This is an optimization exercise on Yosys and OpenROAD, whose aim is small area, not a production implementation. At most, simulation tests tie the RTL to the original design; equivalence was not proved. Only the layout flow was run in runs 1, 2 and 6; the RTL was not checked for function there. Power is estimated from default activity; no workload was simulated.

$ cat flow/run.sh
#!/bin/bash
# synth_recipe.tcl (not shown) runs the flow's synth.tcl, then flattens the netlist and writes it again
# the make line also repeats each setting of config.mk as NAME=value (left out here)
make -C /OpenROAD-flow-scripts/flow DESIGN_CONFIG=/design/flow/config.mk WORK_HOME=/design/flow/orfs CLKGATE_MAP_FILE= SYNTH_SCRIPT=/design/flow/synth_recipe.tcl finish
$ cat flow/config.mk
export PLATFORM = sky130hd
export DESIGN_NAME = anti_theft_fsm
export DESIGN_NICKNAME = anti_theft_fsm
export VERILOG_FILES = /design/flow/design.v
export SDC_FILE = /design/flow/constraint.sdc
export NUM_CORES = 4
export LEC_CHECK = 0
export CAP_MARGIN = 20
export CORE_MARGIN = 2
export CORE_UTILIZATION = 70
export CTS_BUF_LIST = sky130_fd_sc_hd__clkbuf_4
export CTS_CLUSTER_DIAMETER = 100
export CTS_CLUSTER_SIZE = 40
export SLEW_MARGIN = 20
$ cat flow/constraint.sdc
create_clock -name core_clock -period 10.0 [get_ports {clk}]
set_input_delay 2.0000 -clock core_clock [delete_from_list [all_inputs] [get_ports {clk}]]
set_output_delay 2.0000 -clock core_clock [all_outputs]
set_load 0.01 [all_outputs]
$ cat flow/design.v
`timescale 1ns / 1ps
module btn_debounce(input clk, input reset, input in, output reg clean);
	reg s0, s1, o;
	reg [9:0] c;
	wire chg = s1 ^ o;
	wire hit = (c == 10'd880);
	always @(posedge clk) begin
		s0 <= in;
		s1 <= s0;
		o  <= s1;
		c  <= chg ? 10'd0 : {~c[8:0], c[9] ^ c[6]};
		if (reset | hit) clean <= o;
	end
endmodule
module time_params(input clk, input reset, input reprogram, input [1:0] sel,
	input [3:0] value, input [1:0] rsel, output reg [3:0] amount);
	reg [3:0] tp0, tp1, tp2, tp3;
	reg rq;
	wire we = reprogram & ~rq;
	always @(posedge clk) begin
		rq <= reprogram;
		if (reset) begin
			tp0 <= 4'd6;
			tp1 <= 4'd8;
			tp2 <= 4'd15;
			tp3 <= 4'd10;
		end else if (we) begin
			case (sel)
				2'd0: tp0 <= value;
				2'd1: tp1 <= value;
				2'd2: tp2 <= value;
				2'd3: tp3 <= value;
			endcase
		end
	end
	always @(*) begin
		case (rsel)
			2'd0: amount = tp0;
			2'd1: amount = tp1;
			2'd2: amount = tp2;
			default: amount = tp3;
		endcase
	end
endmodule
module timer(input clk, input reset, input start_timer, input timer_reset,
	input [3:0] amount, output one_hz, output reg expired, output reg [3:0] ic);
	reg [2:0] dv;
	reg timer_on;
	wire dec_tick = dv[1] & ~dv[0];
	assign one_hz = dv[2] & ~dv[1];
	wire ic_zero = (ic == 4'd0);
	always @(posedge clk) begin
		if (reset) dv <= 3'b000;
		else dv <= {dv[1:0], ~(dv[2] & dv[1])};
		if (dec_tick && !ic_zero) ic <= ic - 4'd1;
		else if (start_timer) ic <= amount;
		else if (timer_reset) ic <= 4'd0;
		if (reset) timer_on <= 1'b0;
		else if (timer_on && ic_zero) timer_on <= 1'b0;
		else if (start_timer || timer_reset) timer_on <= 1'b1;
		expired <= !reset && timer_on && ic_zero;
	end
endmodule
module main_fsm(input clk, input reset, input reprogram, input driver, input passenger,
	input ignition, input one_hz, input expired,
	output reg [2:0] state, output reg [1:0] led, output reg start_timer,
	output reg timer_reset, output reg [1:0] ctype);
	always @(posedge clk) begin
		start_timer <= 1'b0;
		timer_reset <= reprogram | reset;
		ctype[0] <= ~state[2] & (state[1] | driver);
		ctype[1] <= ~state[2] & (state[1] | ~driver);
		if (reprogram || reset)
			state <= 3'b000;
		case (state)
		3'b000: begin
			if (one_hz) led[0] <= !led[0];
			led[1] <= 1'b0;
			if (ignition) state <= 3'b100;
			if (driver || passenger) begin
				start_timer <= 1'b1;
				state <= 3'b001;
			end
		end
		3'b001: begin
			led <= 2'b01;
			if (ignition) begin
				state <= 3'b100;
				timer_reset <= 1'b1;
			end
			if (expired && !ignition) state <= 3'b010;
		end
		3'b010: begin
			led <= 2'b11;
			if (!driver && !passenger) begin
				start_timer <= 1'b1;
				state <= 3'b011;
			end
			if (ignition) begin
				led[1] <= 1'b0;
				state <= 3'b100;
			end
		end
		3'b011: begin
			if (expired) begin
				led[1] <= 1'b0;
				state <= 3'b000;
			end
		end
		3'b100: begin
			led <= 2'b00;
			if (!ignition) state <= 3'b101;
		end
		3'b101: begin
			if (driver) state <= 3'b110;
		end
		3'b110: begin
			if (!driver) begin
				start_timer <= 1'b1;
				state <= 3'b111;
			end
		end
		3'b111: begin
			if (driver) state <= 3'b110;
			if (expired) state <= 3'b000;
		end
		endcase
		if (reset) begin
			state <= 3'b000;
			led <= 2'b00;
		end
	end
endmodule
module fuel_pump(input clk, input reset, input ignition, input hidden, input brake,
	output reg power);
	reg [1:0] fp;
	always @(posedge clk) begin
		power <= !reset && fp[1];
		if (reset) fp <= 2'b00;
		else if (fp[1]) begin
			if (!ignition) fp <= 2'b00;
		end else if (fp[0]) begin
			if (hidden && brake) fp <= 2'b10;
		end else if (ignition) fp <= 2'b01;
	end
endmodule
module refresh(input clk, input reset, output reg [1:0] digit);
	localparam [17:0] RP = 18'b101010101010101010;   
	reg [17:0] rf;
	wire [17:0] rr = rf ^ RP;                   
	wire rz = (rr[16:0] == 17'd0);
	wire wrap = rz & rr[17];                    
	always @(posedge clk) begin
		if (reset) begin
			rf <= RP;
			digit <= 2'b00;
		end else begin
			rf <= {~rf[16:0], RP[0] ^ rr[17] ^ rr[10] ^ rz};
			digit <= digit + wrap;
		end
	end
endmodule
module display(input [1:0] digit, input [2:0] state, input [3:0] ic,
	output [3:0] an, output reg [6:0] seg);
	assign an = {2'b11, ~(digit == 2'b10), ~(digit == 2'b00)};
	reg [3:0] bcd;
	always @(*) begin
		case (digit)
			2'b00: bcd = {1'b0, state};
			2'b10: bcd = ic;
			default: bcd = 4'b0000;
		endcase
	end
	always @(*) begin
		case (bcd)
			4'h0: seg = 7'b1000000;
			4'h1: seg = 7'b1111001;
			4'h2: seg = 7'b0100100;
			4'h3: seg = 7'b0110000;
			4'h4: seg = 7'b0011001;
			4'h5: seg = 7'b0010010;
			4'h6: seg = 7'b0000010;
			4'h7: seg = 7'b1111000;
			4'h8: seg = 7'b0000000;
			4'h9: seg = 7'b0010000;
			4'hA: seg = 7'b0001000;
			4'hB: seg = 7'b0000000;
			4'hC: seg = 7'b1000110;
			4'hD: seg = 7'b1000000;
			4'hE: seg = 7'b0000110;
			default: seg = 7'b0001110;
		endcase
	end
endmodule
module anti_theft_fsm(input clk, input [4:0]btn, input [3:0]time_value,
input [1:0]time_parameter_selector, input ignition, input reset, output [1:0]led, output power, output [6:0]seg, output [3:0]an);
wire reprogram, hidden, driver, brake, passenger;
btn_debounce d0(.clk(clk), .reset(reset), .in(btn[0]), .clean(reprogram));
btn_debounce d1(.clk(clk), .reset(reset), .in(btn[1]), .clean(hidden));
btn_debounce d2(.clk(clk), .reset(reset), .in(btn[2]), .clean(driver));
btn_debounce d3(.clk(clk), .reset(reset), .in(btn[3]), .clean(brake));
btn_debounce d4(.clk(clk), .reset(reset), .in(btn[4]), .clean(passenger));
wire [1:0] ctype;
wire [3:0] amount, ic;
wire [2:0] state;
wire start_timer, timer_reset, one_hz, expired;
wire [1:0] digit;
time_params tp(.clk(clk), .reset(reset), .reprogram(reprogram), .sel(time_parameter_selector),
	.value(time_value), .rsel(ctype), .amount(amount));
timer t(.clk(clk), .reset(reset), .start_timer(start_timer), .timer_reset(timer_reset),
	.amount(amount), .one_hz(one_hz), .expired(expired), .ic(ic));
main_fsm f(.clk(clk), .reset(reset), .reprogram(reprogram), .driver(driver), .passenger(passenger),
	.ignition(ignition), .one_hz(one_hz), .expired(expired), .state(state), .led(led),
	.start_timer(start_timer), .timer_reset(timer_reset), .ctype(ctype));
fuel_pump fp(.clk(clk), .reset(reset), .ignition(ignition), .hidden(hidden), .brake(brake), .power(power));
refresh r(.clk(clk), .reset(reset), .digit(digit));
display ds(.digit(digit), .state(state), .ic(ic), .an(an), .seg(seg));
endmodule
==> impl_metrics.json, run 1 <==
{
  "period_share_pct": 49.2,
  "outcome": "timing/DRC/antenna clean",
  "slew_headroom_pct": 37.1,
  "dr_wl_met3_um": 301,
  "multiInputGateArea_mm2": 0.00175,
  "worstSetupPathType": "flop to output port",
  "drc": 0,
  "tns_ns": 0,
  "io_pins": 28,
  "ant_nets": 0,
  "fill_cells": 387,
  "skew_ns": 0.0146,
  "whs_ns": 0.341,
  "drt-wirelength-per-cell_um": 13.6,
  "wl_um": 7440,
  "cts.clk_slew.worst_paths_ns": 0.12,
  "tightest_slew_ns": 0.943,
  "ys_warn_count": 7,
  "port_buffers": 25,
  "first_global_vias": 2942,
  "slew_violations": 0,
  "die_w_um": 84.4,
  "wl_met2_um": 3580,
  "synth_area_mm2": 0.00452,
  "design.core.area_mm2": 0.00631,
  "cts_buffers": 17,
  "power_density_mw_per_mm2": 217,
  "grt_first_pass_wirelength_um": 12700,
  "synth_area_leaders": "dfxtp_1 (53%), nor2_1 (7.0%), edfxtp_1 (6.0%)",
  "dieArea_mm2": 0.00712,
  "whs_endpoint": "d2.s1$_DFF_P_",
  "crit_required_ns": 8.00,
  "synth_top_area_share_pct": 52.7,
  "viasPerCell": 5.58,
  "drive_above_1_share_pct": 9.81,
  "clk_latency_ns": 0.49,
  "synth_seq_cells": 128,
  "syn_to_final_growth_pct": 13.0,
  "synth_cells": 428,
  "final_cell_mix": "dfxtp_1 (119), nor2_1 (84), clkdlybuf4s50_1 (24), clkbuf_4 (17), a21oi_1 (16)",
  "vias": 3045,
  "grt_max_degree": 59,
  "crit_path_end_kind": "output port",
  "crit_arrival_ns": 2.92,
  "p_leak_nw": 2.00,
  "start_kind": "flop",
  "seq_area_frac_synth_pct": 58.7,
  "cts_tree": "yes",
  "setup_ws_ns": 5.08,
  "min_path_cells": 0,
  "clock-sinks": 128,
  "synthArstFlopShare_pct": 0,
  "diodes": 0,
  "rows": 29,
  "place.gp.congestion": 0.861,
  "setup_violations": 0,
  "cap_violations": 0,
  "yosysTopAreaCell": "dfxtp_1",
  "reg2reg_to": "t.ic[0]$_DFFE_PP_",
  "htree_num_levels": 4,
  "drtPass1Iterations": 5,
  "ctsHoldBuffers": 0,
  "post-route-min-period_ns": 4.92,
  "place_hpwl_um": 5080,
  "hold_viol": 0,
  "clockBufferDepth": 2,
  "reg2reg_depth": 5,
  "num-nets-final": 478,
  "die_h_um": 84.4,
  "synth-edff-count": 9,
  "ys_types": 52,
  "grt_setup_unrepaired": "false",
  "met1Wirelength_um": 3400,
  "fin_area_mm2": 0.00511,
  "min-delay-start": "d2.s0$_DFF_P_",
  "top_layer": "met4",
  "post-route-util_pct": 80.9,
  "pre_cts_ws_ns": 5.60,
  "post-cts-setup-buffers": 0,
  "layout_commonest_cell": "dfxtp_1",
  "fmax_mhz": 203,
  "overflow": 0,
  "post_dp_cell_area_mm2": 0.00479,
  "root_buffer": "clkbuf_4",
  "regToRegSetupSlack_ns": 7.97,
  "grt.total_usage_pct": 22.3,
  "antenna_found_initial": 0,
  "r2r-start": "t.ic[0]$_DFFE_PP_",
  "peakVddDrop_v": 0.000202,
  "avgSynthCellArea_um2": 10.6,
  "regArea_mm2": 0.00265,
  "start_util_pct": 71.6,
  "drt_iter0_markers": 172,
  "ys.flop_type": "dfxtp_1",
  "cts_resized": 0,
  "critical_path.max_fanout": 18,
  "hold_class": "flop to flop"
}
-- stage by stage --
| step | power (mW) | std cells |
|---|---|---|
| floorplan | 0.692 | 429 |
| global placement | 0.726 | 514 |
| detailed placement | 0.734 | 514 |
| CTS | 1.12 | 546 |
| global route | 1.16 | 546 |
| finish | 1.11 | 546 |
-- flip-flops by register name (all words and copies together) (netlist names), 4 cells and up --
name and flops:
d4.c 10, tp.tp0 4, t.ic 4, tp.tp1 4
d1.c 10, d2.c 10, r.rf 18, d3.c 10
d0.c 10, tp.tp3 4, tp.tp2 4
-- layer usage --
metal  GRT usage (%)  vias to the layer above
met1            26.8                     1411
li1                -                     1543
met4            9.81                        0
met3            7.18                       18
met5               0                        -
met2            37.0                       73
-- logic make-up (layout without fill, tap and decap cells) --
logic type / Yosys count / in the layout / synth area share [%]
flip-flops: 128 / 128 / 58.7
multiplexers: 17 / 17 / 5.17
other: 1 / 2 / 0.0829
adder cells (fa/ha/maj): 8 / 8 / 2.21
AO/OA/AOI/OAI: 57 / 57 / 8.38
XOR/XNOR: 15 / 15 / 2.91
AND/OR/NAND/NOR: 175 / 175 / 19.9
buffers and inverters: 27 / 67 / 2.66
-- area by class of cell --
type                    instances  area share (%)
clock buffers                  17            2.50
clock inverters                15            3.77
inverters                       9           0.661
multi-input cells             274            34.3
flip-flops and latches        128            51.9
well taps                      77            1.89
repair buffers                 26            4.95
-- where the power goes --
group | total, mW | internal [mW] | leakage (nW) | switching [mW]
Clock | 0.384 | 0.182 | 0.175 | 0.202
Combinational | 0.117 | 0.0610 | 0.745 | 0.0559
Sequential | 0.606 | 0.567 | 1.08 | 0.0393
-- cells in the mapped netlist (8+ instances only) --
| cell type | instances |
|---|---|
| xnor2_1 | 10 |
| nor2_1 | 84 |
| ha_1 | 8 |
| dfxtp_1 | 119 |
| a211o_1 | 9 |
| nor2b_1 | 13 |
| nand3b_1 | 10 |
| nand2_1 | 15 |
| mux2i_1 | 11 |
| inv_1 | 9 |
| a21oi_1 | 16 |
| nand2b_1 | 11 |
| o21ai_0 | 11 |
| edfxtp_1 | 9 |
-- how the worst max path moves through the flow --
stage | startpoint | to
6_report | f.state[1]$_SDFF_PP0_ | seg[3]
4_1_cts | f.state[1]$_SDFF_PP0_ | seg[3]
5_1_grt | f.state[1]$_SDFF_PP0_ | seg[3]
2_1_floorplan | f.state[1]$_SDFF_PP0_ | seg[3]
3_5_place_dp | f.state[1]$_SDFF_PP0_ | seg[3]
3_3_place_gp | f.state[1]$_SDFF_PP0_ | seg[3]
-- critical path: stages, from the launching register on --
cell and delay, ns:
dfxtp_1 0.67, mux2i_1 0.14, nor2_1 0.29, inv_1 0.14, ha_1 0.25, mux4_2 0.46, clkdlybuf4s50_1 0.48
==> run 2: changes to the inputs <==
--- a/flow/config.mk
+++ b/flow/config.mk
@@ -7,8 +7,5 @@
 export LEC_CHECK = 0
 export CAP_MARGIN = 20
 export CORE_MARGIN = 2
-export CORE_UTILIZATION = 70
-export CTS_BUF_LIST = sky130_fd_sc_hd__clkbuf_4
-export CTS_CLUSTER_DIAMETER = 100
-export CTS_CLUSTER_SIZE = 40
+export CORE_UTILIZATION = 40
 export SLEW_MARGIN = 20
==> run 2 against run 1 <==
Net effect:
- total power rose by 19%
- die area grew 71%
- critical endpoint unchanged
- synthesized cell count unchanged
==> impl_metrics.json, run 2 <==
{
  "io_pins": 28,
  "final_cell_mix": "dfxtp_1 (119), nor2_1 (84), clkdlybuf4s50_1 (24), clkbuf_16 (17), a21oi_1 (16)",
  "seq_area_frac_synth_pct": 58.7,
  "layout_commonest_cell": "dfxtp_1",
  "clk_latency_ns": 0.40,
  "synth_area_leaders": "dfxtp_1 (53%), nor2_1 (7.0%), edfxtp_1 (6.0%)",
  "drt_iter0_markers": 121,
  "peakVddDrop_v": 0.000189,
  "root_buffer": "clkbuf_16",
  "tns_ns": 0,
  "grt_max_degree": 59,
  "diodes": 0,
  "synth_top_area_share_pct": 52.7,
  "yosysTopAreaCell": "dfxtp_1",
  "viasPerCell": 4.91,
  "slew_headroom_pct": 33.8,
  "cts_buffers": 17,
  "die_h_um": 110,
  "drt-wirelength-per-cell_um": 12.3,
  "start_util_pct": 41.4,
  "drive_above_1_share_pct": 10.0,
  "grt_setup_unrepaired": "false",
  "largest_reg_flops": 18,
  "vias": 2989,
  "ant_nets": 0,
  "hold_viol": 0,
  "regArea_mm2": 0.00265,
  "grt_first_pass_wirelength_um": 13100,
  "pre_cts_ws_ns": 5.58,
  "ys.flop_type": "dfxtp_1",
  "drc": 0,
  "clock-sinks": 128,
  "num-nets-final": 478,
  "place.gp.congestion": 0.787,
  "avgSynthCellArea_um2": 10.6,
  "fill_cells": 1027,
  "port_buffers": 25,
  "antenna_found_initial": 0,
  "regMostFlops": "r.rf",
  "first_global_vias": 2892,
  "setup_violations": 0,
  "cts_resized": 0,
  "place_hpwl_um": 4990,
  "fmax_mhz": 207,
  "tightest_slew_ns": 0.993,
  "post-route-min-period_ns": 4.83,
  "overflow": 0,
  "dieArea_mm2": 0.0122,
  "period_share_pct": 48.3,
  "htree_num_levels": 4,
  "slew_violations": 0,
  "ys_warn_count": 7,
  "design.core.area_mm2": 0.0109,
  "synth_area_mm2": 0.00452,
  "synth-edff-count": 9,
  "setup_ws_ns": 5.17,
  "yosys.cell_count.top_type": "dfxtp_1",
  "skew_ns": 0.0139,
  "die_w_um": 110,
  "cts.clk_slew.worst_paths_ns": 0.06,
  "cap_violations": 0,
  "synthArstFlopShare_pct": 0,
  "post-cts-setup-buffers": 0,
  "critical_path.max_fanout": 18,
  "ctsHoldBuffers": 0,
  "crit_path_end_kind": "output port",
  "rows": 38,
  "synth_common_cells": "dfxtp_1 (119), nor2_1 (84), a21oi_1 (16), nand2_1 (15), nor2b_1 (13)",
  "synth_seq_cells": 128,
  "drtPass1Iterations": 5,
  "grt.total_usage_pct": 14.0,
  "clockBufferDepth": 2,
  "p_leak_nw": 2.10,
  "wl_um": 7520,
  "crit_required_ns": 8.00,
  "worstSetupPathType": "flop to output port",
  "power_density_mw_per_mm2": 241,
  "cts_tree": "yes",
  "ys_types": 52,
  "multiInputGateArea_mm2": 0.00175,
  "synth_cells": 428,
  "crit_arrival_ns": 2.83,
  "hold_class": "flop to flop",
  "outcome": "timing/DRC/antenna clean",
  "syn_to_final_growth_pct": 20.5,
  "start_kind": "flop"
}
[run 2: cell families (layout without fill, tap and decap cells)]
group / count (synthesis) / count (layout) / share of synthesized area (%)
simple gates: 175 / 175 / 19.9
flops: 128 / 128 / 58.7
compound gates: 57 / 57 / 8.38
buf+inv: 27 / 67 / 2.66
mux: 17 / 17 / 5.17
xor+xnor: 15 / 15 / 2.91
fa+ha+maj: 8 / 8 / 2.21
other cells: 1 / 2 / 0.0829
[run 2: worst paths after layout]
| path | startpoint | end | slack, ns | cells after the start |
|---|---|---|---|---|
| worst max-delay path | f.state[1]$_SDFF_PP0_ | seg[3] | 5.17 | 6 |
| worst min-delay path | d1.s0$_DFF_P_ | d1.s1$_DFF_P_ | 0.33 | 0 |
| worst max register to register | t.ic[0]$_DFFE_PP_ | t.ic[1]$_DFFE_PP_ | 8.07 | 5 |
| worst min register to register | d1.s0$_DFF_P_ | d1.s1$_DFF_P_ | 0.33 | 0 |
[run 2: critical path: stages, from the launching register on]
cell             delay (ns)
dfxtp_1                0.64
mux2i_1                0.14
nor2_1                 0.30
inv_1                  0.14
ha_1                   0.25
mux4_2                 0.47
clkdlybuf4s50_1        0.49
[run 2: cell type report]
class	instances	area share, %
Multi-Input combinational cell	274	32.2
Timing Repair Buffer	26	4.64
Clock inverter	14	2.64
Inverter	9	0.620
Clock buffer	18	8.06
Tap cell	140	3.21
Sequential cell	128	48.7
[run 2: metrics by stage]
stage | total power, mW | cells | utilization [%] | hold WS (ns) | cell area, um2
finish | 1.31 | 609 | 49.8 | 0.326 | 5450
global route | 1.38 | 609 | 49.8 | 0.342 | 5450
CTS | 1.33 | 609 | 49.8 | 0.326 | 5450
detailed placement | 0.732 | 577 | 44.5 | 0.312 | 4870
global placement | 0.728 | 577 | 44.5 | 0.312 | 4870
floorplan | 0.692 | 429 | - | 0.310 | 4530
[run 2: power breakdown]
part | switching, mW | internal [mW] | total, mW
clock | 0.237 | 0.357 | 0.594
sequential | 0.0380 | 0.568 | 0.606
combinational | 0.0539 | 0.0610 | 0.115
[run 2: metal layers]
metal | share of wire (%) | GRT usage (%) | up-vias
li1 | - | - | 1532
met1 | 47 | 17.4 | 1410
met2 | 47 | 22.7 | 39
met3 | 3.8 | 4.47 | 8
met4 | 1.3 | 5.36 | 0
met5 | 0 | 0 | -
==> run 3: changes to the inputs <==
--- a/flow/design.v
+++ b/flow/design.v
@@ -17,21 +17,18 @@
 	reg [3:0] tp0, tp1, tp2, tp3;
 	reg rq;
 	wire we = reprogram & ~rq;
+	wire [3:0] d1 = value | {4{reset}};     
+	wire [3:0] d0 = value & ~{4{reset}};    
+	wire e0 = reset | (we & (sel == 2'd0));
+	wire e1 = reset | (we & (sel == 2'd1));
+	wire e2 = reset | (we & (sel == 2'd2));
+	wire e3 = reset | (we & (sel == 2'd3));
 	always @(posedge clk) begin
 		rq <= reprogram;
-		if (reset) begin
-			tp0 <= 4'd6;
-			tp1 <= 4'd8;
-			tp2 <= 4'd15;
-			tp3 <= 4'd10;
-		end else if (we) begin
-			case (sel)
-				2'd0: tp0 <= value;
-				2'd1: tp1 <= value;
-				2'd2: tp2 <= value;
-				2'd3: tp3 <= value;
-			endcase
-		end
+		if (e0) tp0 <= {d0[3], d1[2], d1[1], d0[0]};   
+		if (e1) tp1 <= {d1[3], d0[2], d0[1], d0[0]};   
+		if (e2) tp2 <= {d1[3], d1[2], d1[1], d1[0]};   
+		if (e3) tp3 <= {d1[3], d0[2], d1[1], d0[0]};   
 	end
 	always @(*) begin
 		case (rsel)
@@ -50,15 +47,14 @@
 	assign one_hz = dv[2] & ~dv[1];
 	wire ic_zero = (ic == 4'd0);
 	always @(posedge clk) begin
-		if (reset) dv <= 3'b000;
-		else dv <= {dv[1:0], ~(dv[2] & dv[1])};
+		dv <= {dv[1:0], ~reset & ~(dv[2] & dv[1])};
 		if (dec_tick && !ic_zero) ic <= ic - 4'd1;
 		else if (start_timer) ic <= amount;
 		else if (timer_reset) ic <= 4'd0;
 		if (reset) timer_on <= 1'b0;
 		else if (timer_on && ic_zero) timer_on <= 1'b0;
 		else if (start_timer || timer_reset) timer_on <= 1'b1;
-		expired <= !reset && timer_on && ic_zero;
+		expired <= timer_on && ic_zero;
 	end
 endmodule
 module main_fsm(input clk, input reset, input reprogram, input driver, input passenger,
@@ -150,14 +146,16 @@
 	wire [17:0] rr = rf ^ RP;                   
 	wire rz = (rr[16:0] == 17'd0);
 	wire wrap = rz & rr[17];                    
-	always @(posedge clk) begin
+	wire [17:0] nx = {~rf[16:0], RP[0] ^ rr[17] ^ rr[10] ^ rz};
+	always @(posedge clk) begin
+		rf <= nx;
 		if (reset) begin
-			rf <= RP;
-			digit <= 2'b00;
-		end else begin
-			rf <= {~rf[16:0], RP[0] ^ rr[17] ^ rr[10] ^ rz};
-			digit <= digit + wrap;
-		end
+			rf[0] <= RP[0];
+			rf[8] <= RP[8];
+			rf[16] <= RP[16];
+		end
+		if (reset) digit <= 2'b00;
+		else digit <= digit + wrap;
 	end
 endmodule
 module display(input [1:0] digit, input [2:0] state, input [3:0] ic,
--- a/flow/config.mk
+++ b/flow/config.mk
@@ -7,5 +7,6 @@
 export LEC_CHECK = 0
 export CAP_MARGIN = 20
 export CORE_MARGIN = 2
-export CORE_UTILIZATION = 40
+export CORE_UTILIZATION = 70
+export CTS_BUF_LIST = sky130_fd_sc_hd__clkbuf_4
 export SLEW_MARGIN = 20
==> run 3 against run 2 <==
Net effect:
- still clean
- global-route usage grew 8.0 points
- area after synthesis down 1.5%
- cell area decreased by 8.1%
- utilization rose by 30 points
- total power decreased by 14%
- final cell count is 14% lower
- clock power fell by 45%
- largest power group unchanged
==> impl_metrics.json, run 3 <==
{
  "cpPeakStageDelay_ns": 0.70,
  "worstSetupPathType": "flop to output port",
  "wl_um": 7150,
  "path_cells": "mux2i_1 > nor2_1 > inv_1 > ha_1 > mux4_2 > clkdlybuf4s50_1",
  "critical_path.max_fanout": 19,
  "final_cell_mix": "dfxtp_1 (103), nor2_1 (69), edfxtp_1 (25), clkdlybuf4s50_1 (25), inv_1 (23)",
  "grt_setup_unrepaired": "false",
  "synth_area_leaders": "dfxtp_1 (46%), edfxtp_1 (17%), nor2_1 (5.8%)",
  "regArea_mm2": 0.00281,
  "min_path_cells": 0,
  "synth_area_mm2": 0.00445,
  "peakVddDrop_v": 0.000192,
  "first_global_vias": 2779,
  "period_share_pct": 50.0,
  "clk_latency_ns": 0.50,
  "post_dp_cell_area_mm2": 0.00475,
  "clockBufferDepth": 2,
  "crit_arrival_ns": 3.00,
  "vias": 2888,
  "avgSynthCellArea_um2": 11.1,
  "diodes": 0,
  "synth_seq_cells": 128,
  "slew_violations": 0,
  "drtPass1Iterations": 5,
  "post-route-util_pct": 80.3,
  "post-cts-setup-buffers": 0,
  "crit_path_top_delay_cell": "dfxtp_1",
  "die_h_um": 83.8,
  "reg2reg_depth": 5,
  "tns_ns": 0,
  "synth_top_area_share_pct": 46.3,
  "synth_common_cells": "dfxtp_1 (103), nor2_1 (69), edfxtp_1 (25), inv_1 (23), a21oi_1 (16)",
  "tightest_slew_ns": 0.713,
  "syn_to_final_growth_pct": 12.5,
  "synthArstFlopShare_pct": 0,
  "synth-edff-count": 25,
  "power_density_mw_per_mm2": 227,
  "antenna_found_initial": 0,
  "design.core.area_mm2": 0.00624,
  "crit_required_ns": 8.00,
  "grt_first_pass_wirelength_um": 12100,
  "io_pins": 28,
  "cts_tree": "yes",
  "fmax_mhz": 200,
  "drc": 0,
  "drt-wirelength-per-cell_um": 13.6,
  "cts_buffers": 17,
  "largest_reg_flops": 18,
  "drt_iter0_markers": 129,
  "ys_warn_count": 7,
  "skew_ns": 0.0143,
  "multiInputGateArea_mm2": 0.00149,
  "drive_above_1_share_pct": 11.0,
  "grt.total_usage_pct": 22.0,
  "ys.flop_type": "dfxtp_1",
  "yosysTopAreaCell": "dfxtp_1",
  "p_leak_nw": 1.98,
  "cts_resized": 0,
  "cap_violations": 0,
  "yosys.cell_count.top_type": "dfxtp_1",
  "outcome": "timing/DRC/antenna clean",
  "hold_class": "flop to flop",
  "setup_violations": 0,
  "hold_viol": 0,
  "fin_area_mm2": 0.00501,
  "place_hpwl_um": 4840,
  "seq_area_frac_synth_pct": 63.1,
  "clock-sinks": 128,
  "htree_num_levels": 4,
  "cts.clk_slew.worst_paths_ns": 0.12,
  "ctsHoldBuffers": 0,
  "place.gp.congestion": 0.834,
  "layout_commonest_cell": "dfxtp_1",
  "fill_cells": 387,
  "post-route-min-period_ns": 5.00,
  "die_w_um": 83.8,
  "viasPerCell": 5.51,
  "rows": 29,
  "grt_max_degree": 40,
  "ys_types": 50,
  "crit_path_end_kind": "output port",
  "ant_nets": 0,
  "dieArea_mm2": 0.00702,
  "start_util_pct": 71.4,
  "root_buffer": "clkbuf_4",
  "overflow": 0,
  "slew_headroom_pct": 52.3,
  "start_kind": "flop",
  "synth_cells": 403,
  "num-nets-final": 456,
  "regMostFlops": "r.rf",
  "port_buffers": 25
}
run 3: cell count changes after synthesis, moves of 5 or more:
cell	change
mux2i_1	-8
dfxtp_1	-16
nand2b_1	-9
or2_2	+5
nor2b_1	-5
inv_1	+14
edfxtp_1	+16
a211o_1	-8
nor2_1	-15
run 3: power by group:
group	internal, mW	total [mW]	leakage, nW	switching (mW)
Combinational	0.0814	0.159	0.737	0.0775
Clock	0.130	0.324	0.143	0.195
Sequential	0.600	0.652	1.10	0.0520
run 3: kinds of logic (layout without fill, tap and decap cells):
family                   Yosys count  in the layout  synth area share [%]
AND/OR/NAND/NOR                  145            145                  16.1
flip-flops                       128            128                  63.1
AO/OA/AOI/OAI                     59             59                  8.60
buffers and inverters             38             81                  3.43
XOR/XNOR                          15             15                  2.95
multiplexers                       9              9                  3.46
adder cells (fa/ha/maj)            8              8                  2.25
other                              1              2                0.0842
run 3: final timing paths:
| path | startpoint | end | slack [ns] |
|---|---|---|---|
| setup / recovery | f.state[1]$_SDFF_PP0_ | seg[3] | 5.00 |
| hold / removal | d1.s0$_DFF_P_ | d1.s1$_DFF_P_ | 0.34 |
| setup reg to reg | t.ic[0]$_DFFE_PP_ | t.ic[1]$_DFFE_PP_ | 8.05 |
| hold reg to reg | d1.s0$_DFF_P_ | d1.s1$_DFF_P_ | 0.34 |
run 3: worst max-delay path: cells and delay by family, from the launching register on:
| family | cells | cell delay [ns] |
|---|---|---|
| multiplexers | 2 | 0.60 |
| buffers and inverters | 2 | 0.62 |
| AND/OR/NAND/NOR | 1 | 0.31 |
| flip-flops | 1 | 0.70 |
| adder cells (fa/ha/maj) | 1 | 0.25 |
run 3: per-layer routing:
metal  vias to the layer above  global-route usage, %  wire length [um]
met3                        11                   7.52               337
met4                         0                   7.62                94
met2                        71                   36.7              3560
li1                       1455                      -                 -
met1                      1351                   26.7              3170
met5                         -                      0                 0
run 3: area by class of cell:
cell class	count	area share [%]
clock buffers	18	2.70
multi-input cells	238	29.8
repair buffers	26	5.14
inverters	23	1.72
flip-flops and latches	128	56.1
well taps	77	1.92
clock inverters	14	2.57
run 3: metrics by stage:
step	power, mW	hold WS, ns	setup WS (ns)	cells
final	1.14	0.340	5.00	524
after global routing	1.19	0.351	4.79	524
after CTS	1.14	0.343	5.01	524
after detailed placement	0.821	0.315	5.58	492
after global placement	0.809	0.311	5.63	492
after floorplan	0.765	0.310	6.02	404
==> run 4: changes to the inputs <==
==> flow/flow/run.sh (new file) <==
#!/bin/bash
# Standard ORFS layout with two changes: the clock tree is built without
# dummy balancing loads from small clock buffers, and the port buffers are
# the smallest buffer. Each tool's output goes to the ORFS logs under orfs/.
set -euo pipefail
export CTS_ARGS="-sink_clustering_enable -repair_clock_nets -dont_use_dummy_load -buf_list sky130_fd_sc_hd__clkbuf_4"
export BUFFER_PORTS_ARGS="-buffer_cell sky130_fd_sc_hd__buf_1"
bash standard.sh > flow_make.log 2>&1
==> flow/standard.sh (new file) <==
#!/bin/bash
# synth_recipe.tcl (not shown) runs the flow's synth.tcl, then flattens the netlist and writes it again
# the make line also repeats each setting of config.mk as NAME=value (left out here)
make -C /OpenROAD-flow-scripts/flow DESIGN_CONFIG=/design/flow/config.mk WORK_HOME=/design/flow/orfs CLKGATE_MAP_FILE= SYNTH_SCRIPT=/design/flow/synth_recipe.tcl "${@:-finish}"
--- a/flow/config.mk
+++ b/flow/config.mk
@@ -8,5 +8,4 @@
 export CAP_MARGIN = 20
 export CORE_MARGIN = 2
 export CORE_UTILIZATION = 70
-export CTS_BUF_LIST = sky130_fd_sc_hd__clkbuf_4
 export SLEW_MARGIN = 20
removed: flow/run.sh
==> run 4 against run 3 <==
Net effect:
- total power decreased by 11%
- hold slack got worse by 0.012 ns
- wire length down 4.7%
- first-iteration DRC count rose by 28%
- sequential cell count is the same
- critical path type unchanged
- critical endpoint unchanged
- largest power group unchanged
==> impl_metrics.json, run 4 <==
{
  "tns_ns": 0,
  "start_util_pct": 71.4,
  "crit_required_ns": 8.00,
  "wl_um": 6810,
  "crit_path_top_delay_cell": "dfxtp_1",
  "sw_frac_of_total_pct": 26.2,
  "drtPass1Iterations": 5,
  "dieArea_mm2": 0.00702,
  "drive_above_1_share_pct": 8.10,
  "place.gp.congestion": 0.842,
  "largest_reg_flops": 18,
  "final_cells": 509,
  "viasPerCell": 5.61,
  "design.core.area_mm2": 0.00624,
  "min-delay-start": "d3.s0$_DFF_P_",
  "grt_max_degree": 40,
  "rows": 29,
  "whs_ns": 0.327,
  "cts_buffers": 17,
  "synth_common_cells": "dfxtp_1 (103), nor2_1 (69), edfxtp_1 (25), inv_1 (23), a21oi_1 (16)",
  "period_share_pct": 46.6,
  "post-cts-setup-buffers": 0,
  "ctsHoldBuffers": 0,
  "dp_cells": 492,
  "io_pins": 28,
  "post-route-util_pct": 75.6,
  "hold_viol": 0,
  "seq_area_frac_synth_pct": 63.1,
  "drt_iter0_markers": 165,
  "ys.flop_type": "dfxtp_1",
  "fin_area_mm2": 0.00472,
  "synth_cells": 403,
  "seq_power_share_pct": 64.2,
  "grt_setup_unrepaired": "false",
  "ys_types": 50,
  "cap_violations": 0,
  "yosysTopAreaCell": "dfxtp_1",
  "skew_ns": 0.0330,
  "path_depth": 6,
  "fill_cells": 457,
  "critPathCapture": "seg[3]",
  "diodes": 0,
  "worstSetupPathType": "flop to output port",
  "vias": 2853,
  "overflow": 0,
  "regToRegSetupSlack_ns": 8.11,
  "pre_cts_ws_ns": 5.84,
  "tightest_slew_ns": 0.664,
  "grt.total_usage_pct": 20.9,
  "internal_power_mw": 0.747,
  "regMostFlops": "r.rf",
  "first_global_vias": 2709,
  "ys_warn_count": 7,
  "die_h_um": 83.8,
  "drt-wirelength-per-cell_um": 13.4,
  "total_power_mw": 1.01,
  "synth_top_area_share_pct": 46.3,
  "synth_area_mm2": 0.00445,
  "critical_path.max_fanout": 19,
  "root_buffer": "clkbuf_4",
  "peakVddDrop_v": 0.000164,
  "place_hpwl_um": 4730,
  "die_w_um": 83.8,
  "cts.clk_slew.worst_paths_ns": 0.10,
  "pwr-share-clk_pct": 21.4,
  "crit_path_end_kind": "output port",
  "synth_seq_cells": 128,
  "synthArstFlopShare_pct": 0,
  "num-nets-final": 456,
  "setup_ws_ns": 5.34,
  "avgSynthCellArea_um2": 11.1,
  "cts_tree": "yes",
  "power_density_mw_per_mm2": 215,
  "path_delay_family": "flip-flops",
  "slew_headroom_pct": 55.6,
  "grt_first_pass_wirelength_um": 11700,
  "slew_violations": 0,
  "hold_class": "flop to flop",
  "final_cell_mix": "dfxtp_1 (103), nor2_1 (69), edfxtp_1 (25), buf_1 (25), inv_1 (23)",
  "reg2reg_to": "t.ic[3]$_DFFE_PP_",
  "yosys.cell_count.top_type": "dfxtp_1",
  "path_cells": "mux2i_1 > nor2_1 > inv_1 > ha_1 > mux4_2 > buf_1",
  "reg2reg_depth": 5,
  "post-route-min-period_ns": 4.66,
  "setup_violations": 0,
  "cpPeakStageDelay_ns": 0.69,
  "layout_commonest_cell": "dfxtp_1",
  "port_buffers": 25,
  "synth-edff-count": 25,
  "cts_resized": 0,
  "post_dp_cell_area_mm2": 0.00459,
  "synth_area_leaders": "dfxtp_1 (46%), edfxtp_1 (17%), nor2_1 (5.8%)",
  "clock-sinks": 128,
  "p_switching_mw": 0.266,
  "cp_num_buf_inv": 2,
  "p_comb_share_pct": 14.4,
  "start_kind": "flop",
  "p_leak_nw": 1.85,
  "clockBufferDepth": 2,
  "worstSetupStartpoint": "f.state[1]$_SDFF_PP0_",
  "antenna_found_initial": 0,
  "clk_latency_ns": 0.49,
  "crit_arrival_ns": 2.66,
  "htree_num_levels": 4,
  "drc": 0,
  "fmax_mhz": 214,
  "syn_to_final_growth_pct": 5.90,
  "outcome": "timing/DRC/antenna clean",
  "ant_nets": 0,
  "r2r-start": "t.ic[0]$_DFFE_PP_"
}
run 4: cell types whose count changed in the layout (fill, tap and decap cells not counted):
cell,delta
buf_1,+25
clkdlybuf4s50_1,-25
clkbuf_4,-1
inv_4,-3
clkinv_1,-1
bufinv_16,-1
clkinv_4,-3
clkinvlp_4,-2
inv_6,-4
run 4: cell families after synthesis:
group           synth area share, %
compound gates                 8.60
xor+xnor                       2.95
fa+ha+maj                      2.25
buf+inv                        3.43
flops                          63.1
mux                            3.46
other cells                  0.0842
simple gates                   16.1
run 4: area by class of cell:
type / instances / area, um2 / area share [%]
tap: 77 / 96.3 / 2.04
sequential: 128 / 2810 / 59.6
timing repair buffer: 26 / 101 / 2.15
clock buffer: 17 / 128 / 2.71
inverter: 23 / 86.3 / 1.83
multi-input combinational: 238 / 1490 / 31.6
run 4: worst min path at each step:
stage / endpoint / slack, ns / depth (start not counted)
6_report: d3.s1$_DFF_P_ / 0.33 / 0
5_1_grt: d3.s1$_DFF_P_ / 0.34 / 0
4_1_cts: d3.s1$_DFF_P_ / 0.33 / 0
3_5_place_dp: d1.s1$_DFF_P_ / 0.32 / 0
3_3_place_gp: d1.s1$_DFF_P_ / 0.31 / 0
2_1_floorplan: d0.s1$_DFF_P_ / 0.31 / 0
run 4: layer usage:
layer	GRT usage [%]	share of wire, %	vias up
li1	-	-	1438
met1	25.7	46	1350
met2	34.7	49	58
met3	6.92	4.3	7
met4	7.48	1.2	0
met5	0	0	-
run 4: worst register-to-register path: cells and delay by family, from the launching register on:
| family | cells | cell delay [ns] |
|---|---|---|
| adder cells (fa/ha/maj) | 1 | 0.17 |
| buffers and inverters | 1 | 0.09 |
| flip-flops | 1 | 0.45 |
| AND/OR/NAND/NOR | 3 | 0.91 |
run 4: power groups by stage:
| stage | registers (mW) | logic [mW] | clock network (mW) |
|---|---|---|---|
| final | 0.650 | 0.146 | 0.217 |
| after global routing | 0.660 | 0.167 | 0.244 |
| after CTS | 0.651 | 0.147 | 0.225 |
| after detailed placement | 0.661 | 0.145 | 0 |
| after global placement | 0.659 | 0.139 | 0 |
| after floorplan | 0.642 | 0.123 | 0 |
==> run 5: changes to the inputs <==
==> flow/flow/run.sh (replaced) <==
#!/bin/bash
# The standard layout (standard.sh) with three changes:
# - synthesis maps logic with an area-oriented ABC script (flow/synth.tcl);
# - port buffers use the smallest buffer;
# - the clock tree uses small clock buffers and no dummy balancing loads.
# make's output goes to flow_make.log; each tool's log is under orfs/logs/.
set -euo pipefail
HERE=$(pwd)
export CTS_ARGS="-sink_clustering_enable -repair_clock_nets -dont_use_dummy_load -buf_list sky130_fd_sc_hd__clkbuf_4"
export BUFFER_PORTS_ARGS="-buffer_cell sky130_fd_sc_hd__buf_1"
sed "s|SYNTH_SCRIPT=[^ ]*|SYNTH_SCRIPT=$HERE/flow/synth.tcl|" standard.sh > own_standard.sh
grep -q "SYNTH_SCRIPT=$HERE/flow/synth.tcl" own_standard.sh
bash own_standard.sh > flow_make.log 2>&1
==> flow/flow/area.abc (new file) <==
strash
&get -n
&st
&syn2
&dch -f
&nf -R 1000
&put
==> flow/flow/synth.tcl (new file) <==
# synth_recipe.tcl with one change: the technology-mapping ABC call uses an
# area-oriented script (flow/area.abc) instead of ORFS's speed script. The
# flip-flops are mapped before ABC runs, so the registers are unchanged.
set ::my_abc_script [file join [file dirname [file normalize [info script]]] area.abc]
proc synth {args} { yosys synth -nofsm -noshare {*}$args }
proc abc {args} {
  set i [lsearch -exact $args -script]
  if { $i >= 0 } { set args [lreplace $args [expr {$i + 1}] [expr {$i + 1}] $::my_abc_script] }
  yosys abc {*}$args
}
source $::env(SCRIPTS_DIR)/synth.tcl
# left out here: clear keep_hierarchy, flatten, clean up, hide names made inside functions, write 1_2_yosys.v
==> run 5 against run 4 <==
Net effect:
- first-iteration DRC count down 54%
- area after synthesis down 3.5%
- clock-buffer cell count unchanged
- register-to-register slack better by 0.07 ns
- highest routed layer unchanged
- cell area down 2.2%
- still clean
- combinational power down 9%
- sequential share of layout area up 1.4 points
- clock power about the same
- worst setup slack worse by 0.078 ns
- largest cell class unchanged
==> impl_metrics.json, run 5 <==
{
  "whs_ns": 0.335,
  "slew_headroom_pct": 49.2,
  "ys_warn_count": 7,
  "pwr-share-clk_pct": 22.0,
  "yosys.cell_count.top_type": "dfxtp_1",
  "hold_viol": 0,
  "synth_area_mm2": 0.00430,
  "ant_nets": 0,
  "num-nets-final": 453,
  "cts_tree": "yes",
  "vias": 2773,
  "overflow": 0,
  "start_util_pct": 72.6,
  "cap_violations": 0,
  "cts_buffers": 17,
  "synth_seq_cells": 128,
  "synth-edff-count": 25,
  "grt_first_pass_wirelength_um": 11000,
  "worstSetupPathType": "flop to output port",
  "diodes": 0,
  "avgSynthCellArea_um2": 11.1,
  "crit_arrival_ns": 2.74,
  "period_share_pct": 47.4,
  "port_buffers": 25,
  "die_h_um": 82.4,
  "die_w_um": 82.4,
  "wl_um": 6850,
  "fmax_mhz": 211,
  "place.gp.congestion": 0.802,
  "regMostFlops": "r.rf",
  "ctsHoldBuffers": 0,
  "synth_top_area_share_pct": 47.9,
  "skew_ns": 0.0376,
  "first_global_vias": 2634,
  "synth_common_cells": "dfxtp_1 (103), nor2_1 (73), clkinv_1 (28), edfxtp_1 (25)",
  "critical_path.max_fanout": 6,
  "crit_required_ns": 8.00,
  "outcome": "timing/DRC/antenna clean",
  "rows": 28,
  "grt_max_degree": 36,
  "power_density_mw_per_mm2": 217,
  "clk_latency_ns": 0.49,
  "drc": 0,
  "synth_cells": 387,
  "hold_class": "flop to flop",
  "crit_path_end_kind": "output port",
  "layout_commonest_cell": "dfxtp_1",
  "seq_area_frac_synth_pct": 65.4,
  "design.core.area_mm2": 0.00592,
  "seq_power_share_pct": 64.8,
  "cts.clk_slew.worst_paths_ns": 0.09,
  "setup_violations": 0,
  "post-route-min-period_ns": 4.74,
  "drtPass1Iterations": 4,
  "place_hpwl_um": 4800,
  "root_buffer": "clkbuf_4",
  "slew_violations": 0,
  "grt.total_usage_pct": 22.0,
  "syn_to_final_growth_pct": 7.24,
  "drt_iter0_markers": 76,
  "io_pins": 28,
  "peakVddDrop_v": 0.000203,
  "grt_setup_unrepaired": "false",
  "antenna_found_initial": 0,
  "synthArstFlopShare_pct": 0,
  "start_kind": "flop",
  "post-cts-setup-buffers": 0,
  "post-route-util_pct": 77.9,
  "fill_cells": 410,
  "p_switching_mw": 0.264,
  "drive_above_1_share_pct": 5.36,
  "p_leak_nw": 1.80,
  "drt-wirelength-per-cell_um": 13.6,
  "clock-sinks": 128,
  "synth_area_leaders": "dfxtp_1 (48%), edfxtp_1 (17%), nor2_1 (6.4%)",
  "dieArea_mm2": 0.00679,
  "final_cell_mix": "dfxtp_1 (103), nor2_1 (73), clkinv_1 (28), edfxtp_1 (25), buf_1 (25)",
  "yosysTopAreaCell": "dfxtp_1",
  "sw_frac_of_total_pct": 26.3,
  "ys.flop_type": "dfxtp_1",
  "internal_power_mw": 0.738,
  "cts_resized": 0,
  "tns_ns": 0,
  "tightest_slew_ns": 0.754,
  "largest_reg_flops": 18,
  "htree_num_levels": 4,
  "clockBufferDepth": 2,
  "ys_types": 40,
  "viasPerCell": 5.50,
  "p_comb_share_pct": 13.3
}
[run 5: changes by cell type after synthesis, sizes merged, moves of 4 or more]
| cell | before | now |
|---|---|---|
| nor3 | 5 | 14 |
| inv | 23 | 0 |
| nor4b | 1 | 5 |
| nand4 | 6 | 2 |
| clkinv | 0 | 28 |
| a41o | 0 | 5 |
| clkbuf | 10 | 0 |
| nor2 | 69 | 73 |
| nand3b | 7 | 1 |
| a22oi | 0 | 5 |
| o21bai | 7 | 3 |
[run 5: stage by stage]
step / setup slack [ns] / cell area (um2) / cells / power [mW]
global route: 4.99 / 4610 / 504 / 1.06
global placement: 5.86 / 4480 / 487 / 0.784
CTS: 5.22 / 4610 / 504 / 1.01
finish: 5.26 / 4610 / 504 / 1.00
detailed placement: 5.73 / 4480 / 487 / 0.793
floorplan: 5.96 / 4300 / 388 / 0.750
[run 5: final timing paths]
kind | end | cells after the start | from | slack (ns)
max | seg[3] | 7 | r.digit[1]$_SDFF_PP0_ | 5.26
min reg2reg | d0.s1$_DFF_P_ | 0 | d0.s0$_DFF_P_ | 0.33
min | d0.s1$_DFF_P_ | 0 | d0.s0$_DFF_P_ | 0.33
max reg2reg | r.digit[0]$_SDFF_PP0_ | 5 | r.rf[11]$_DFF_P_ | 8.18
[run 5: final cells by class]
cell class	count	area (um2)	share of cell area, %
flip-flops and latches	128	2810	61.0
repair buffers	26	101	2.20
well taps	75	93.8	2.03
clock buffers	17	128	2.77
multi-input cells	230	1370	29.7
inverters	28	105	2.28
[run 5: worst max-delay path, cell delays in order, from the launching register on]
cell	delay, ns
dfxtp_1	0.36
nor2b_1	0.35
clkinv_1	0.15
o22ai_1	0.34
clkinv_1	0.23
ha_1	0.26
mux4_2	0.46
buf_1	0.14
[run 5: kinds of logic (layout without fill, tap and decap cells)]
group                    after synthesis  after routing  synth area share (%)
multiplexers                           5              5                  2.62
XOR/XNOR                              12             12                  2.44
flip-flops                           128            128                  65.4
AND/OR/NAND/NOR                      143            143                  15.3
adder cells (fa/ha/maj)                8              8                  2.33
buffers and inverters                 30             71                  2.79
other                                  1              2                0.0872
AO/OA/AOI/OAI                         60             60                  9.02
[run 5: layer usage]
layer	track usage, %	wire, um
met2	35.8	3270
met1	26.5	3170
met5	0	0
met4	9.67	94
met3	7.72	314
[run 5: power groups by stage]
stage / registers [mW] / logic, mW / clock network (mW)
floorplan: 0.647 / 0.103 / 0
global placement: 0.658 / 0.126 / 0
detailed placement: 0.660 / 0.133 / 0
CTS: 0.649 / 0.134 / 0.227
global route: 0.659 / 0.154 / 0.245
finish: 0.649 / 0.133 / 0.220
==> run 6: changes to the inputs <==
--- a/flow/design.v
+++ b/flow/design.v
@@ -61,71 +61,89 @@
 	input ignition, input one_hz, input expired,
 	output reg [2:0] state, output reg [1:0] led, output reg start_timer,
 	output reg timer_reset, output reg [1:0] ctype);
-	always @(posedge clk) begin
-		start_timer <= 1'b0;
-		timer_reset <= reprogram | reset;
-		ctype[0] <= ~state[2] & (state[1] | driver);
-		ctype[1] <= ~state[2] & (state[1] | ~driver);
-		if (reprogram || reset)
-			state <= 3'b000;
-		case (state)
-		3'b000: begin
-			if (one_hz) led[0] <= !led[0];
-			led[1] <= 1'b0;
-			if (ignition) state <= 3'b100;
-			if (driver || passenger) begin
-				start_timer <= 1'b1;
-				state <= 3'b001;
-			end
-		end
-		3'b001: begin
-			led <= 2'b01;
-			if (ignition) begin
-				state <= 3'b100;
-				timer_reset <= 1'b1;
-			end
-			if (expired && !ignition) state <= 3'b010;
-		end
-		3'b010: begin
-			led <= 2'b11;
-			if (!driver && !passenger) begin
-				start_timer <= 1'b1;
-				state <= 3'b011;
-			end
-			if (ignition) begin
-				led[1] <= 1'b0;
-				state <= 3'b100;
-			end
-		end
-		3'b011: begin
-			if (expired) begin
-				led[1] <= 1'b0;
-				state <= 3'b000;
-			end
-		end
-		3'b100: begin
-			led <= 2'b00;
-			if (!ignition) state <= 3'b101;
-		end
-		3'b101: begin
-			if (driver) state <= 3'b110;
-		end
-		3'b110: begin
-			if (!driver) begin
-				start_timer <= 1'b1;
-				state <= 3'b111;
-			end
-		end
-		3'b111: begin
-			if (driver) state <= 3'b110;
-			if (expired) state <= 3'b000;
-		end
-		endcase
-		if (reset) begin
-			state <= 3'b000;
-			led <= 2'b00;
-		end
-	end
+	wire [2:0] state_n;
+	wire [1:0] led_n, ctype_n;
+	wire start_n, treset_n;
+	fsm_next nx(.state(state), .led(led), .reset(reset), .reprogram(reprogram),
+		.driver(driver), .passenger(passenger), .ignition(ignition), .one_hz(one_hz),
+		.expired(expired), .state_n(state_n), .led_n(led_n), .start_n(start_n),
+		.treset_n(treset_n), .ctype_n(ctype_n));
+	always @(posedge clk) begin
+		state <= state_n;
+		led <= led_n;
+		start_timer <= start_n;
+		timer_reset <= treset_n;
+		ctype <= ctype_n;
+	end
+endmodule
+module fsm_next(state, led, reset, reprogram, driver, passenger, ignition, one_hz, expired, state_n, led_n, start_n, treset_n, ctype_n);
+	input [2:0] state;
+	input [1:0] led;
+	input reset;
+	input reprogram;
+	input driver;
+	input passenger;
+	input ignition;
+	input one_hz;
+	input expired;
+	output [2:0] state_n;
+	output [1:0] led_n;
+	output start_n;
+	output treset_n;
+	output [1:0] ctype_n;
+	wire _00_;
+	wire _01_;
+	wire _02_;
+	wire _03_;
+	wire _04_;
+	wire _05_;
+	wire _06_;
+	wire _07_;
+	wire _08_;
+	wire _09_;
+	wire _10_;
+	wire _11_;
+	wire _12_;
+	wire _13_;
+	wire _14_;
+	wire _15_;
+	wire _16_;
+	wire _17_;
+	wire _18_;
+	wire _19_;
+	wire _20_;
+	wire _21_;
+	assign _00_ = ~state[2];
+	assign _01_ = ~state[1];
+	assign _02_ = ~(state[0] | state[1]);
+	assign _03_ = ~((passenger | driver) & _02_);
+	assign _04_ = ~(~driver & state[2]);
+	assign _05_ = ~((passenger & _00_) | state[0] | _01_ | driver);
+	assign start_n = ~((state[2] | _03_) & ~_05_);
+	assign _06_ = ~((state[2] | expired) & _04_);
+	assign _07_ = ~((state[2] | expired) & _04_ & state[0]);
+	assign _08_ = ~(state[0] & state[1]);
+	assign _09_ = ~(state[0] & state[1] & expired);
+	assign _10_ = _00_ & ignition & _08_;
+	assign _11_ = ~((state[0] & state[1] & expired) | _10_ | reset);
+	assign _12_ = ~(reprogram & _07_);
+	assign _13_ = ~((start_n | _12_) & _11_);
+	assign state_n[1] = ~((_01_ & _07_) | _13_);
+	assign _14_ = ~(_03_ & _10_);
+	assign _15_ = ~(_00_ | state[0] | state[1] | ignition);
+	assign _16_ = ~((start_n & _14_) | _15_);
+	assign treset_n = (state[0] & _10_) | reprogram | reset;
+	assign _17_ = ~(state[0] & _06_ & _09_);
+	assign state_n[0] = ~((reset | _16_) & (treset_n | _17_));
+	assign _18_ = ~(~one_hz & led[0]);
+	assign _19_ = ~(~led[0] & one_hz);
+	assign led_n[0] = ~((_02_ & _18_ & _19_) | reset | state[2]);
+	assign _20_ = ~((_03_ & _10_) | _15_);
+	assign state_n[2] = ~((_00_ | _13_) & (_20_ | reset));
+	assign led_n[1] = _00_ & state[1] & _11_;
+	assign ctype_n[1] = ~((driver & _01_) | state[2]);
+	assign _21_ = ~(driver | state[1]);
+	assign ctype_n[0] = ~(state[2] | _21_);
 endmodule
 module fuel_pump(input clk, input reset, input ignition, input hidden, input brake,
 	output reg power);
@@ -158,37 +176,50 @@
 		else digit <= digit + wrap;
 	end
 endmodule
-module display(input [1:0] digit, input [2:0] state, input [3:0] ic,
-	output [3:0] an, output reg [6:0] seg);
-	assign an = {2'b11, ~(digit == 2'b10), ~(digit == 2'b00)};
-	reg [3:0] bcd;
-	always @(*) begin
-		case (digit)
-			2'b00: bcd = {1'b0, state};
-			2'b10: bcd = ic;
-			default: bcd = 4'b0000;
-		endcase
-	end
-	always @(*) begin
-		case (bcd)
-			4'h0: seg = 7'b1000000;
-			4'h1: seg = 7'b1111001;
-			4'h2: seg = 7'b0100100;
-			4'h3: seg = 7'b0110000;
-			4'h4: seg = 7'b0011001;
-			4'h5: seg = 7'b0010010;
-			4'h6: seg = 7'b0000010;
-			4'h7: seg = 7'b1111000;
-			4'h8: seg = 7'b0000000;
-			4'h9: seg = 7'b0010000;
-			4'hA: seg = 7'b0001000;
-			4'hB: seg = 7'b0000000;
-			4'hC: seg = 7'b1000110;
-			4'hD: seg = 7'b1000000;
-			4'hE: seg = 7'b0000110;
-			default: seg = 7'b0001110;
-		endcase
-	end
+module display(digit, state, ic, an, seg);
+	input [1:0] digit;
+	input [2:0] state;
+	input [3:0] ic;
+	output [3:0] an;
+	output [6:0] seg;
+	wire _00_;
+	wire _01_;
+	wire _02_;
+	wire _03_;
+	wire _04_;
+	wire _05_;
+	wire _06_;
+	wire _07_;
+	wire _08_;
+	wire _09_;
+	wire _10_;
+	wire _11_;
+	wire _12_;
+	wire _13_;
+	assign _00_ = ~(digit[1] | digit[0]);
+	assign an[0] = ~_00_;
+	assign _01_ = ~(digit[0] | ~digit[1]);
+	assign an[1] = ~_01_;
+	assign _02_ = ic[3] & _01_;
+	assign _03_ = ~(ic[3] & _01_);
+	assign _04_ = ~((state[2] & _00_) | (_01_ & ic[2]));
+	assign _05_ = ~((state[0] & _00_) | (_01_ & ic[0]));
+	assign _06_ = _04_ ^ _05_;
+	assign _07_ = ~((state[1] & _00_) | (_01_ & ic[1]));
+	assign _08_ = ~(_06_ & _07_);
+	assign seg[0] = ~(_02_ | _08_);
+	assign _09_ = (_03_ & _04_) | _06_ | _07_;
+	assign seg[3] = ~((_02_ | _08_) & _09_);
+	assign _10_ = ~(_02_ | _04_ | _05_ | _07_);
+	assign _11_ = ~(_03_ ^ _04_);
+	assign seg[6] = (_07_ & _11_) | _10_;
+	assign _12_ = ~(_06_ | ~seg[6]);
+	assign _13_ = ~((_02_ | _05_) & _11_);
+	assign seg[2] = ~(_12_ | _13_);
+	assign seg[1] = ~(_04_ | seg[0] | _12_);
+	assign seg[4] = ~((_02_ | _05_) & (_08_ | _11_));
+	assign seg[5] = ~((_05_ & _07_) | seg[1] | _02_);
+	assign an[3:2] = 2'h3;
 endmodule
 module anti_theft_fsm(input clk, input [4:0]btn, input [3:0]time_value,
 input [1:0]time_parameter_selector, input ignition, input reset, output [1:0]led, output power, output [6:0]seg, output [3:0]an);
==> flow/flow/area.abc (replaced) <==
strash
&get -n
&dch -f
&nf -R 1000
&put
==> run 6 against run 5 <==
Net effect:
- clock skew decreased by 0.0070 ns
- worst setup slack worse by 0.053 ns
- sequential share of layout area increased by 2.9 points
- die area shrank 4.5%
- final cell count fell by 4.6%
- via count fell by 6.4%
- combinational power increased by 22%
- fmax is 1.1% lower
- utilization increased by 1.1 points
- critical endpoint is now seg[5]
- largest cell class unchanged
- largest power group unchanged
==> impl_metrics.json, run 6 <==
{
  "outcome": "timing/DRC/antenna clean",
  "worstSetupPathType": "flop to output port",
  "first_global_vias": 2517,
  "path_cells": "nor2b_1 > clkinv_1 > o22ai_1 > xnor2_1 > clkinv_1 > nand2_1 > a21oi_1 > a211oi_1 > a221oi_1 > buf_1",
  "drtPass1Iterations": 5,
  "crit_arrival_ns": 2.79,
  "cts_buffers": 17,
  "ant_nets": 0,
  "fill_cells": 371,
  "reg2reg_to": "r.digit[0]$_SDFF_PP0_",
  "peakVddDrop_v": 0.000171,
  "htree_num_levels": 4,
  "die_w_um": 80.5,
  "tightest_slew_ns": 0.697,
  "worstSetupStartpoint": "r.digit[1]$_SDFF_PP0_",
  "min-delay-start": "d1.s0$_DFF_P_",
  "slew_headroom_pct": 53.4,
  "setup_ws_ns": 5.21,
  "cts.clk_slew.worst_paths_ns": 0.08,
  "port_buffers": 25,
  "slew_violations": 0,
  "start_kind": "flop",
  "syn_to_final_growth_pct": 7.51,
  "rows": 27,
  "synth_common_cells": "dfxtp_1 (103), nor2_1 (67), clkinv_1 (28), edfxtp_1 (25), nand2_1 (22)",
  "die_h_um": 80.5,
  "dieArea_mm2": 0.00648,
  "post-route-min-period_ns": 4.79,
  "fmax_mhz": 209,
  "post-cts-setup-buffers": 0,
  "drt-wirelength-per-cell_um": 13.2,
  "seq_area_frac_synth_pct": 68.7,
  "synth_area_leaders": "dfxtp_1 (50%), edfxtp_1 (18%), nor2_1 (6.1%)",
  "final_cell_mix": "dfxtp_1 (103), nor2_1 (67), clkinv_1 (28), edfxtp_1 (25), buf_1 (25)",
  "regToRegSetupSlack_ns": 8.11,
  "io_pins": 28,
  "drive_above_1_share_pct": 4.40,
  "drc": 0,
  "path_delay_family": "compound AO/OA/AOI/OAI gates",
  "design.core.area_mm2": 0.00557,
  "layout_commonest_cell": "dfxtp_1",
  "grt_max_degree": 33,
  "synth_seq_cells": 128,
  "synthArstFlopShare_pct": 0,
  "start_util_pct": 73.5,
  "crit_path_top_delay_cell": "dfxtp_1",
  "setup_violations": 0,
  "critical_path.max_fanout": 6,
  "whs_endpoint": "d1.s1$_DFF_P_",
  "hold_viol": 0,
  "grt.total_usage_pct": 22.9,
  "ctsHoldBuffers": 0,
  "pre_cts_ws_ns": 5.72,
  "overflow": 0,
  "num-nets-final": 429,
  "crit_path_end_kind": "output port",
  "crit_required_ns": 8.00,
  "reg2reg_depth": 7,
  "yosysTopAreaCell": "dfxtp_1",
  "viasPerCell": 5.40,
  "p_leak_nw": 1.73,
  "clockBufferDepth": 2,
  "place.gp.congestion": 0.867,
  "tns_ns": 0,
  "clock-sinks": 128,
  "clk_latency_ns": 0.48,
  "cpPeakStageDelay_ns": 0.36,
  "r2r-start": "r.rf[13]$_DFF_P_",
  "synth_cells": 367,
  "regMostFlops": "r.rf",
  "grt_first_pass_wirelength_um": 10800,
  "synth_area_mm2": 0.00410,
  "synth_top_area_share_pct": 50.3,
  "hold_class": "flop to flop",
  "place_hpwl_um": 4470,
  "ys_warn_count": 6,
  "largest_reg_flops": 18,
  "skew_ns": 0.0306,
  "cap_violations": 0,
  "diodes": 0,
  "antenna_found_initial": 0,
  "cts_resized": 0,
  "drt_iter0_markers": 169,
  "path_depth": 10,
  "root_buffer": "clkbuf_4",
  "synth-edff-count": 25,
  "ys_types": 37,
  "cts_tree": "yes",
  "cp_num_buf_inv": 3,
  "grt_setup_unrepaired": "false",
  "period_share_pct": 47.9,
  "min_path_cells": 0,
  "avgSynthCellArea_um2": 11.2,
  "yosys.cell_count.top_type": "dfxtp_1",
  "wl_um": 6360,
  "power_density_mw_per_mm2": 235,
  "critPathMostFrequentCell": "clkinv_1",
  "vias": 2595,
  "ys.flop_type": "dfxtp_1"
}
## run 6: cell types whose count changed after synthesis, moves of 4 or more
cell,previous run,this run
nor3_1,14,10
nand2_1,17,22
a21oi_1,17,11
ha_1,8,4
mux4_2,5,0
a31o_1,0,4
nor2_1,73,67
nor2b_1,7,12
## run 6: worst max-delay path by stage
stage | endpoint | slack [ns]
5_1_grt | seg[5] | 4.88
4_1_cts | seg[5] | 5.19
3_5_place_dp | seg[5] | 5.72
2_1_floorplan | seg[5] | 5.76
6_report | seg[5] | 5.21
3_3_place_gp | seg[5] | 5.88
## run 6: cell type report
type                            instances  area [um2]  share of cell area [%]
Tap cell                               72        90.1                    2.05
Clock buffer                           17         128                    2.90
Inverter                               28         105                    2.39
Sequential cell                       128        2810                    63.9
Timing Repair Buffer                   26         101                    2.30
Multi-Input combinational cell        210        1170                    26.5
## run 6: worst reg2reg max path, cell delays in order, from the launching register on
cell,delay [ns]
dfxtp_1,0.35
nand2_1,0.06
nor4_1,0.24
nand4_1,0.14
nor4_1,0.33
nor2b_1,0.25
ha_1,0.25
nor2b_1,0.12
## run 6: kinds of logic after synthesis
| group | Yosys count | share of synthesized area (%) |
|---|---|---|
| DFF | 128 | 68.7 |
| buffers and inverters | 30 | 2.93 |
| adders and majority gates | 4 | 1.22 |
| and+or+nand+nor | 136 | 15.2 |
| xor gates and xnor gates | 14 | 2.99 |
| other | 1 | 0.0915 |
| AOI/OAI and AO/OA | 53 | 8.61 |
| muxes | 1 | 0.244 |
## run 6: per-layer routing
layer,share of wire [%],GRT usage [%]
met5,0,0
met4,1.2,13.4
met1,46,27.1
met2,48,36.0
met3,5.0,7.98
## run 6: stage by stage
step / instance area [um2] / hold slack [ns] / power (mW) / instances / util [%]
after floorplan: 4100 / 0.310 / 0.776 / 368 / -
after global placement: 4280 / 0.311 / 0.817 / 464 / 76.7
after detailed placement: 4280 / 0.313 / 0.827 / 464 / 76.7
after CTS: 4400 / 0.337 / 1.04 / 481 / 79.0
after global routing: 4400 / 0.339 / 1.10 / 481 / 79.0
final: 4400 / 0.332 / 1.03 / 481 / 79.0
## run 6: where the power goes
group	switching [mW]	leakage, nW	total, mW	internal, mW
Clock	0.140	0.0782	0.218	0.0777
Combinational	0.0939	0.544	0.162	0.0678
Sequential	0.0494	1.10	0.655	0.605
Total	0.283	1.73	1.03	0.751

## separate check: timing with driven ports
In the flow no input, the clock included, has a driving cell. The finished layouts below were timed again as built, in two steps. Step 1 assumes that a clkbuf_16 drives the clock port and a buf_2 every other input. Step 2 times the ports against the registers' clock, not the clock port: input delays grow and output delays shrink by t, the midpoint of the rising clock arrivals with the driver on. Three values: no drivers, after step 1, after step 2; two values: the first two.
run	shift t [ns]	setup slack, ns	cell pins on the clock port's net
run 1	0.516	5.085 / 5.055 / 5.571	1
run 2	0.432	5.170 / 5.135 / 5.567	1
run 3	0.522	5.001 / 4.972 / 5.495	1
run 4	0.498	5.337 / 5.309 / 5.807	1
run 5	0.508	5.259 / 5.229 / 5.737	1
run 6	0.495	5.205 / 5.178 / 5.674	1
After both steps every run listed still meets setup and hold.
